Context: an optimization exercise on an open-source flow, tuned for a short achievable clock period and few clock cycles per item. The choices shown serve that exercise and are no tape-out recipe.
The RTL was checked by simulation tests, not by an equivalence proof against the original design.
Power and IR drop assume default switching activity.

--- run.sh ---
#!/bin/bash
# synth_recipe.tcl (not shown) runs the flow's synth.tcl, then flattens the netlist and writes it again
# the make line also repeats each setting of config.mk as NAME=value (left out here)
make -C /OpenROAD-flow-scripts/flow DESIGN_CONFIG=/design/flow/config.mk WORK_HOME=/design/flow/orfs CLKGATE_MAP_FILE= SYNTH_SCRIPT=/design/flow/synth_recipe.tcl finish
--- config.mk ---
export PLATFORM = sky130hd
export DESIGN_NAME = cpu
export DESIGN_NICKNAME = cpu
export VERILOG_FILES = /design/flow/design.v
export SDC_FILE = /design/flow/constraint.sdc
export NUM_CORES = 4
export LEC_CHECK = 0
export ABC_CLOCK_PERIOD_IN_PS = 2500
export CAP_MARGIN = 20
export CORE_MARGIN = 2
export CORE_UTILIZATION = 25
export PLACE_DENSITY = 0.45
export SETUP_SLACK_MARGIN = 5
export SLEW_MARGIN = 20
export TNS_END_PERCENT = 100
--- design.v ---
`default_nettype none
module cpu(
	input clk,
	input rst,
	output reg [31:0] address,
	input [31:0] dataIn,
	output reg [31:0] dataOut,
	output reg writeEnable,
	output reg [3:0] writeMask,
	output reg transactionBegin,
	input transactionEnd
);
localparam [6:0] OPIMM = 7'd19;
localparam [6:0] LUI   = 7'd55;
localparam [6:0] AUIPC = 7'd23;
localparam [6:0] OP    = 7'd51;
localparam [6:0] JAL   = 7'd111;
localparam [6:0] JALR  = 7'd103;
localparam [6:0] BR    = 7'd99;
localparam [6:0] LD    = 7'd3;
localparam [6:0] ST    = 7'd35;
localparam [26:0] RF   = 27'h7000000;    
reg phF, phA, phB, phM, phW, phZ, phY, phP;
reg fresh;          
reg [31:0] pc;      
reg [31:0] pc4;     
reg [31:0] pcB;     
reg [31:0] jbase;   
reg [31:0] j4;      
reg [31:0] eaddr;   
reg [31:0] t1, t0;  
reg sx7, sx15;      
reg [31:0] ir;      
reg [31:0] r1;      
reg [31:0] r1s;     
reg zx;             
reg [31:0] imm;     
reg [31:0] r2x;     
reg zcin;           
reg [4:0] zsa;      
reg brFlag;         
wire [6:0] op  = ir[6:0];
wire [2:0] f3  = ir[14:12];
wire [6:0] f7  = ir[31:25];
wire [4:0] rs2 = ir[24:20];
wire [4:0] rd  = ir[11:7];
wire iOPIMM = op == OPIMM;
wire iAUIPC = op == AUIPC;
wire iOP    = op == OP;
wire iJAL   = op == JAL;
wire iJALR  = op == JALR;
wire iBR    = op == BR;
wire iLD    = op == LD;
wire iST    = op == ST;
wire [31:0] Bimm  = { {20{ir[31]}}, ir[7], ir[30:25], ir[11:8], 1'b0 };
wire [31:0] Jimm  = { {12{ir[31]}}, ir[19:12], ir[20], ir[30:21], 1'b0 };
wire [31:0] Uimm  = { ir[31:12], 12'h000 };
wire [31:0] S2imm = { {20{ir[31]}}, ir[30:25], ir[11:7], 1'b0 };
wire [31:0] rdAddr = { RF, rd };
wire f7ok = f7 == 7'd0 || f7 == 7'd16;
wire zOp = f3 == 3'd0 || f3 == 3'd2 || f3 == 3'd3;
wire subOp = f3 == 3'd2 || f3 == 3'd3 || (f3 == 3'd0 && f7 == 7'd16);
wire [31:0] Iimm = { {20{ir[31]}}, ir[31:20] };
wire immSub = iOPIMM && (f3 == 3'd2 || f3 == 3'd3);
wire opSub = (iOP && subOp) || iBR;
wire [6:0] dop  = dataIn[6:0];
wire [2:0] df3  = dataIn[14:12];
wire [4:0] drs1 = dataIn[19:15];
wire [4:0] drs2 = dataIn[24:20];
wire [4:0] drd  = dataIn[11:7];
wire [31:0] dI  = { {20{dataIn[31]}}, dataIn[31:20] };
wire [31:0] dS2 = { {20{dataIn[31]}}, dataIn[30:25], dataIn[11:7], 1'b0 };
function [31:0] rev;
	input [31:0] x;
	integer i;
	begin
		for (i = 0; i < 32; i = i + 1) rev[i] = x[31 - i];
	end
endfunction
function flagF;
	input eq;
	input neg;
	input [2:0] f3;
	begin
		case (f3)
			3'd0: flagF = eq;
			3'd1: flagF = ~eq;
			3'd2, 3'd3: flagF = 1'b0;
			default: flagF = neg;
		endcase
	end
endfunction
wire logicOp = f3 == 3'd4 || f3 == 3'd6 || f3 == 3'd7;
function [63:0] logicT;    
	input [31:0] k;
	input [2:0] f3;
	begin
		case (f3)
			3'd4: logicT = {~k, k};
			3'd6: logicT = {32'hffffffff, k};
			default: logicT = {k, 32'd0};
		endcase
	end
endfunction
wire flagA = flagF(dataIn == 32'd0, dataIn[31], f3);
wire [31:0] dB = r1 - dataIn;
wire flagB = flagF(r1 == dataIn, dB[31], f3);
wire [31:0] perBit = (dataIn & t1) | (~dataIn & t0) |
                     ({32{sx7 & dataIn[7]}} & 32'hffffff00) | ({32{sx15 & dataIn[15]}} & 32'hffff0000);
wire [33:0] zfull = {1'b0, r1, 1'b1} + {1'b0, r2x, zcin};
wire [31:0] zsum = zfull[32:1];
wire zcout = zfull[33];
wire [31:0] zp = r1 ^ r2x;
wire [31:0] zo = r1 | r2x;
wire [7:0] zlo = {1'b0, r1[6:0]} + {1'b0, r2x[6:0]} + {7'd0, zcin};
wire zsmall = (zlo[7] == zp[7]) && (zp[31:8] == zo[30:7]);
wire [31:0] zsh = r1s << zsa;
reg [31:0] aluI;
always @(*) begin
	case (f3)
		3'd0: aluI = (f7 == 7'd0) ? Iimm : 32'd0;
		3'd2: aluI = {31'd0, Iimm == 32'd0};                                     
		3'd3: aluI = {31'd0, ~(Iimm == 32'd0 || (ir[31:27] == 5'h1f && ir[26:20] != 7'd0))};   
		3'd4, 3'd6: aluI = Iimm;
		default: aluI = 32'd0;
	endcase
end
reg [31:0] aluZ;
always @(*) begin
	case (f3)
		3'd0: aluZ = (f7 == 7'd0 || (iOP && f7 == 7'd16)) ? zsum : 32'd0;
		3'd1: aluZ = zsh;
		3'd2: aluZ = {31'd0, zcout};
		3'd3: aluZ = {31'd0, ~zsmall};
		3'd5: aluZ = f7ok ? rev(zsh) : 32'd0;
		3'd4, 3'd6: aluZ = imm;
		default: aluZ = 32'd0;
	endcase
end
reg [3:0] smask;
always @(*) begin
	case (f3)
		3'd0: smask = 4'b0001;
		3'd1: smask = 4'b0011;
		3'd2: smask = 4'b1111;
		default: smask = 4'b0000;
	endcase
end
function [31:0] addSx;
	input [31:0] x;
	input [15:0] o;
	input s;
	reg [16:0] lo;
	begin
		lo = {1'b0, x[15:0]} + {1'b0, o};
		addSx[15:0] = lo[15:0];
		addSx[31:16] = lo[16] ? (s ? x[31:16] : x[31:16] + 16'd1) : (s ? x[31:16] - 16'd1 : x[31:16]);
	end
endfunction
wire [31:0] pcB_now = addSx(pc, Bimm[15:0], ir[31]);
wire [31:0] sAddr_now = addSx(r1, S2imm[15:0], ir[31]);
reg nF, nA, nB, nM, nW, nZ, nY, nP;
reg nbeg, nwe;
reg [3:0] nwm;
reg [31:0] naddr, ndout;
reg [31:0] ea, zaddr, zdata;
reg [63:0] tt;
always @(*) begin
	nF = 0; nA = 0; nB = 0; nM = 0; nW = 0; nZ = 0; nY = 0; nP = 0;
	nbeg = 1; nwe = 0; nwm = 4'hf;
	if (phF) begin
		if (dop == OPIMM || dop == LD || dop == JALR || dop == OP || dop == BR || dop == ST) begin
			if (drs1 != 5'd0) nA = 1;
			else if (dop == LD) nM = 1;
			else if (dop == JALR) begin nW = 1; nwe = 1; end
			else if (dop == OPIMM) begin nZ = 1; nbeg = 0; end
			else if (drs2 != 5'd0) nB = 1;
			else begin nP = 1; nbeg = 0; end
		end
		else if (dop == LUI || dop == JAL) begin nW = 1; nwe = 1; end
		else if (dop == AUIPC) begin nZ = 1; nbeg = 0; end
		else nF = 1;
	end
	else if (phA) begin
		if ((iOP || iBR || iST) && rs2 != 5'd0) nB = 1;
		else if (((iOPIMM || iOP) && logicOp) || iJALR) begin nW = 1; nwe = 1; end
		else if (iBR) begin
			nY = ~f3[1] | f3[2]; nF = ~nY; nbeg = nF;
		end
		else begin nZ = 1; nbeg = 0; end
	end
	else if (phB) begin
		if (iST) begin nM = 1; nwe = 1; nwm = smask; end
		else if (iBR) begin nY = ~f3[1] | f3[2]; nF = ~nY; nbeg = nF; end
		else if (logicOp) begin nW = 1; nwe = 1; end
		else begin nZ = 1; nbeg = 0; end
	end
	else if (phZ) begin
		if (iLD) nM = 1;
		else if (iST) begin nM = 1; nwe = 1; nwm = smask; end
		else if (iBR) nF = 1;
		else begin nW = 1; nwe = 1; end
	end
	else if (phM) begin
		if (iLD) begin nW = 1; nwe = 1; end
		else nF = 1;
	end
	else if (phP) begin nZ = 1; nbeg = 0; end
	else nF = 1;    
	if (phF) begin
		if (dop == OPIMM || dop == LD || dop == JALR || dop == OP || dop == BR || dop == ST) begin
			if (drs1 != 5'd0) naddr = { RF, drs1 };
			else if (dop == LD) naddr = dI;
			else if (dop == JALR) naddr = { RF, drd };
			else naddr = { RF, drs2 };
		end
		else if (dop == LUI || dop == JAL) naddr = { RF, drd };
		else naddr = pc;
	end
	else if (phZ) naddr = zaddr;
	else if (phY) naddr = brFlag ? pc4 : pcB;
	else if (phW && (iJAL || iJALR)) naddr = jbase + j4;
	else naddr = eaddr;
	if (phF) ndout = (dop == LUI) ? { dataIn[31:12], 12'h000 } : pc;
	else if (phZ) ndout = zdata;
	else ndout = perBit;
	if (iLD || iST) zaddr = zsum;
	else if (iBR) zaddr = (f3 == 3'd0) ? pc4 : pcB;    
	else zaddr = rdAddr;
	if (iAUIPC) zdata = pc + Uimm;
	else if (iST) zdata = 32'd0;
	else if (zx) zdata = aluI;
	else zdata = aluZ;
	if (phA) ea = ((iOP || iBR || iST) && rs2 != 5'd0) ? { RF, rs2 } : iBR ? pcB_now : rdAddr;
	else if (phB) ea = iST ? sAddr_now : iBR ? pcB_now : rdAddr;
	else if (phM) ea = iLD ? rdAddr : pc4;
	else ea = pc4;
	if (phA) tt = iJALR ? {pc, pc} : logicT(imm, f3);
	else if (phB) tt = iST ? {32'hffffffff, 32'd0} : logicT(r1, f3);
	else begin
		case (f3)
			3'd0, 3'd4: tt = {32'h000000ff, 32'd0};
			3'd1, 3'd5: tt = {32'h0000ffff, 32'd0};
			default: tt = {32'hffffffff, 32'd0};
		endcase
	end
end
always @(posedge clk) begin
	if (rst) begin
		phF <= 1; phA <= 0; phB <= 0; phM <= 0; phW <= 0; phZ <= 0; phY <= 0; phP <= 0;
		fresh <= 0;
		zx <= 0;
		zsa <= 0;
		transactionBegin <= 1;
		address <= 0;
		dataOut <= 0;
		writeEnable <= 0;
		writeMask <= 0;
		pc <= 0;
		pc4 <= 0;
		pcB <= 0;
		jbase <= 0;
		j4 <= 0;
		eaddr <= 0;
		t1 <= 0;
		t0 <= 0;
		sx7 <= 0;
		sx15 <= 0;
		ir <= 0;
		r1 <= 0;
		r1s <= 0;
		imm <= 0;
		r2x <= 0;
		zcin <= 0;
		brFlag <= 0;
	end
	else begin
		address <= naddr;
		dataOut <= ndout;
		writeEnable <= nwe;
		writeMask <= nwm;
		if (transactionBegin) begin
			transactionBegin <= 0;
		end
		else if (phZ || phY || phP || transactionEnd) begin
			transactionBegin <= nbeg;
			phF <= nF; phA <= nA; phB <= nB; phM <= nM; phW <= nW; phZ <= nZ; phY <= nY; phP <= nP;
		end
		if (transactionBegin && phF) pc <= address;
		pc4 <= pc + 32'd4;
		pcB <= pcB_now;
		jbase <= iJAL ? pc : r1;
		j4 <= Jimm + 32'd4;
		eaddr <= ea;
		{t1, t0} <= tt;
		sx7 <= phM && iLD && f3 == 3'd4;
		sx15 <= phM && iLD && f3 == 3'd5;
		brFlag <= phA ? flagA : flagB;
		if (phF) begin
			ir <= dataIn;
			r1 <= 0;
			r1s <= 0;
			imm <= (dop == OPIMM) ? dI : 32'd0;
			zsa <= (dop == OPIMM) ? dataIn[24:20] : 5'd0;
		end
		if (phA) begin
			r1 <= dataIn;
			r1s <= (f3 == 3'd5) ? rev(dataIn) : dataIn;
		end
		fresh <= phF && transactionEnd;
		zx <= phF && dop == OPIMM && drs1 == 5'd0;
		if (fresh) begin
			if (iOPIMM) r2x <= immSub ? ~Iimm : Iimm;
			else if (iLD) r2x <= Iimm;
			else if (iST) r2x <= S2imm;
			else r2x <= {32{opSub}};
			zcin <= immSub | opSub;
		end
		if (phB) begin
			r2x <= subOp ? ~dataIn : dataIn;
			zsa <= dataIn[4:0];
		end
	end
end
endmodule
--- constraint.sdc ---
create_clock -name core_clock -period 8.0 [get_ports {clk}]
set_input_delay 1.6000 -clock core_clock [delete_from_list [all_inputs] [get_ports {clk}]]
set_output_delay 1.6000 -clock core_clock [all_outputs]
set_load 0.01 [all_outputs]
==> flow_metrics.py <==
metrics = {
    "setup_path": {
        "r2r_end": "dataOut[21]",
        "r2r_slack_ns": 4.71,
        "worstReg2RegStart": "r1[0]",
        "critPathSlowestCell": "a221o_1",
        "crit_path_start_kind": "register",
        "cp.required_ns": 8.57,
        "slowest_delay_ns": 0.42,
        "worst-path-buf-inv": 1,
        "crit_type": "register to register",
        "crit_arrival_ns": 3.85,
        "cp_max_fo": 2,
        "crit_path_end_kind": "register",
        "startpoint": "r1[0]",
        "reg2reg_depth": 12,
        "path_cells": "buf_6 > fa_2 > a211oi_4 > o211a_4 > nor2_4 > o41ai_4 > nor2_2 > o31a_1 > xor2_4 > a221o_1 > a221oi_4 > nor2_1",
        "path_delay_family": "compound AO/OA/AOI/OAI gates",
    },
    "sta": {
        "fin_skew_ns": 0.01255,
        "worstMarginPinSlew_ns": 1.177,
        "rsz0062_at_grt": "yes",
        "fin_crit_sh": 0.4109,
        "finalSetupTns_ns": 0,
        "hold_viol": 0,
        "period_needed_ns": 3.288,
        "slew_violations": 0,
        "hold_slack_ns": 0.4535,
        "finalWorstSetupSlack_ns": 4.712,
        "max_slew_margin": 0.2126,
        "clock.fmax_mhz": 304.2,
        "setup_violations": 0,
    },
    "die": {
        "rows": 133,
        "pin_count": 105,
        "coreArea_um2": 131000,
        "die_w_um": 366.6,
        "start_util": 0.2510,
        "fp.dieArea_um2": 134400,
        "dieHeight_um": 366.6,
    },
    "global_route": {
        "grt_max_degree": 182,
        "antenna_found_initial": 12,
        "grt_overflow": 0,
        "grt_pass1_vias": 33230,
        "grt_pass1_wl_um": 261500,
        "track_usage": 0.2689,
    },
    "hold_path": {
        "min_path_cells": 2,
        "min_to": "jbase[16]",
        "worstHoldStart": "pc[16]",
        "hold_path_class": "register to register",
    },
    "detailed_routing": {
        "m1WireLength_um": 79490,
        "dr_wl_met2_um": 82570,
        "vias_per_cell": 5.693,
        "drtIter0Drc": 4377,
        "vias": 35830,
        "drc": 0,
        "antenna_left": 0,
        "route.met3.wl_um": 17530,
        "drt_wl_total_um": 190300,
        "highest_layer": "met5",
        "dr.pass1.iters": 6,
        "routedWlPerCell_um": 30.23,
    },
    "layout": {
        "fin_nets": 4707,
        "fin_util": 0.3332,
        "drive_above_1_share": 0.2411,
        "area_delta_synth_final_pct": 32.72,
        "layout_commonest_cell": "nand2_1",
        "final_cell_mix": "nand2_1, nor2_1, dfxtp_1",
    },
    "place": {
        "dp_hpwl_um": 130000,
        "port_buffers": 104,
        "finalWeightedCongestion": 0.9897,
        "dp_slack_ns": 3.141,
    },
    "logic_synthesis": {
        "ys_ff_latch": 472,
        "syn-num-nets": 4527,
        "yosysUniqueCellTypes": 99,
        "async_flop_share": 0,
        "ys_warn_count": 1,
        "syn-cell-area_um2": 32880,
        "synth_edf_count": 0,
        "yosysSeqAreaShare": 0.2874,
        "synth-main-ff-cell": "dfxtp_1",
        "syn-instance-count": 4314,
        "postSynthAreaPerCell_um2": 7.621,
    },
    "clocking": {
        "cts-htree-levels": 2,
        "clock_sinks": 472,
        "clk_path_buf_depth": 3,
        "clk_pin_slew_ns": 0.06,
        "clock-root-buffer": "clkbuf_16",
        "cts_tree": "built",
        "cts_made_buffers": 57,
        "insertion_delay_ns": 0.69,
    },
    "job": {
        "maxCapViolations": 0,
    },
    "power": {
        "ir_worst_vdd_v": 0.0001741,
        "p_per_area_nw_per_um2": 141.4,
        "power_w": 0.006170,
        "power_leakage_nw": 16.22,
    },
    "outcome": {
        "status": "complete, no violations",
    },
}
[worst reg2reg max path, delay by kind of cell (launching register included)]
family,cells,cell delay (ns)
XOR/XNOR,1,0.20
adder cells (fa/ha/maj),1,0.40
AO/OA/AOI/OAI,6,1.89
buffers and inverters,1,0.13
flip-flops,1,0.32
AND/OR/NAND/NOR,3,0.23
[power by group]
part	internal, W	switching [W]	leakage (nW)	total [W]
Clock	0.00164	0.00119	0.968	0.00284
Sequential	0.00239	0.0000652	3.88	0.00246
Combinational	0.000303	0.000571	11.4	0.000875
Total	0.00434	0.00183	16.2	0.00617
[metal layers]
layer | track usage | up-vias
met5 | 0 | -
met3 | 0.05372 | 416
met4 | 0.1241 | 6
li1 | - | 15850
met2 | 0.4161 | 1856
met1 | 0.3582 | 17700
[sequential cells by signal (all words and copies together) (netlist names), 31 cells and up]
name     count
address     32
dataOut     32
eaddr       32
ir          32
jbase       32
pc          32
pc4         31
pcB         32
r1          32
r1s         32
r2x         32
t0          32
t1          32
[cell families (layout without fill, tap and decap cells)]
kind of cell / Yosys count / count (layout) / share of synthesized area
xor gates and xnor gates: 219 / 219 / 0.05834
other: 0 / 1 / 0
and+or+nand+nor: 1419 / 1421 / 0.1941
DFF: 472 / 472 / 0.2874
buffers and inverters: 513 / 733 / 0.06333
adders and majority gates: 178 / 178 / 0.06888
muxes: 203 / 203 / 0.06896
AOI/OAI and AO/OA: 1310 / 1311 / 0.2590
[per-stage QoR]
| step | area [um2] | instances |
|---|---|---|
| global placement | 35970 | 5932 |
| finish | 43630 | 6293 |
| detailed placement | 35980 | 5932 |
| floorplan | 33470 | 4314 |
| global route | 43630 | 6292 |
| CTS | 41890 | 6212 |
[area by class of cell]
| class | count | area (um2) |
|---|---|---|
| Inverter | 128 | 580.6 |
| Multi-Input combinational cell | 3332 | 24380 |
| Antenna cell | 1 | 2.502 |
| Clock inverter | 23 | 302.8 |
| Timing Repair Buffer | 503 | 4865 |
| Clock buffer | 79 | 1669 |
| Fill cell | 13770 | 87330 |
| Sequential cell | 472 | 9641 |
| Tap cell | 1755 | 2196 |
[cells in the mapped netlist (all sizes together) (39+ instances only)]
master  instances  area [um2]
o211ai         45       342.8
buf            99       528.0
inv           125       469.2
nor2b          40       250.2
mux2i         168        1682
a21o           50       375.4
a221oi         61       559.3
nor3          101       540.5
nand3          78       390.4
xnor2         139        1217
ha            173        2165
a211oi         90       695.7
a21oi         430        2160
nand2b         39       244.0
o21ai         250        1259
a22oi         121       908.4
dfxtp         472        9449
clkbuf        286        1074
xor2           80       700.7
nor2          435        1648
nand2         530        1994
[how the worst max path moves through the flow]
stage	slack [ns]	cells after the start	to
6_report	4.71	12	dataOut[21]
5_1_grt	4.66	13	dataOut[21]
4_1_cts	4.53	12	dataOut[21]
3_5_place_dp	3.14	9	dataOut[9]
3_3_place_gp	3.15	9	dataOut[9]
2_1_floorplan	4.64	11	brFlag
[what timing repair did]
| action | CTS | global route |
|---|---|---|
| resized for setup | 740 | 250 |
| setup buffers | 172 | 78 |
| hold buffers | 0 | 0 |
| gates cloned | 6 | 2 |
| endpoints found under the setup margin | 308 | 113 |
| pin swaps | 143 | 173 |
Testbench counts, summed over its fixed seeds: cycles 258,280, transactions 96,000.

[re-timing with driven ports]
In the flow no input, the clock included, has a driving cell. The finished layout below was timed again as built, in two steps. Step 1, drivers: a clkbuf_16 drives clk and a buf_2 each remaining input, both assumed. Step 2 times the ports against the registers' clock, not the clock port: input delays grow and output delays shrink by t, the midpoint of the rising clock arrivals with the driver on. a / b / c = ideal ports / drivers / drivers and shift; a / b = the first two.
shift t [ns]: 0.754
slack for setup (ns): 4.712 / 4.712 / 4.222
worst setup path after step 2: input to register
slew at the worst register clock pin (ns): 0.07 / 0.07
pins driven straight from the clock port: 1
After both steps setup and hold are still met in this run. The setup slack of this run moves by 0.000 ns with the drivers and by -0.490 ns with both steps.
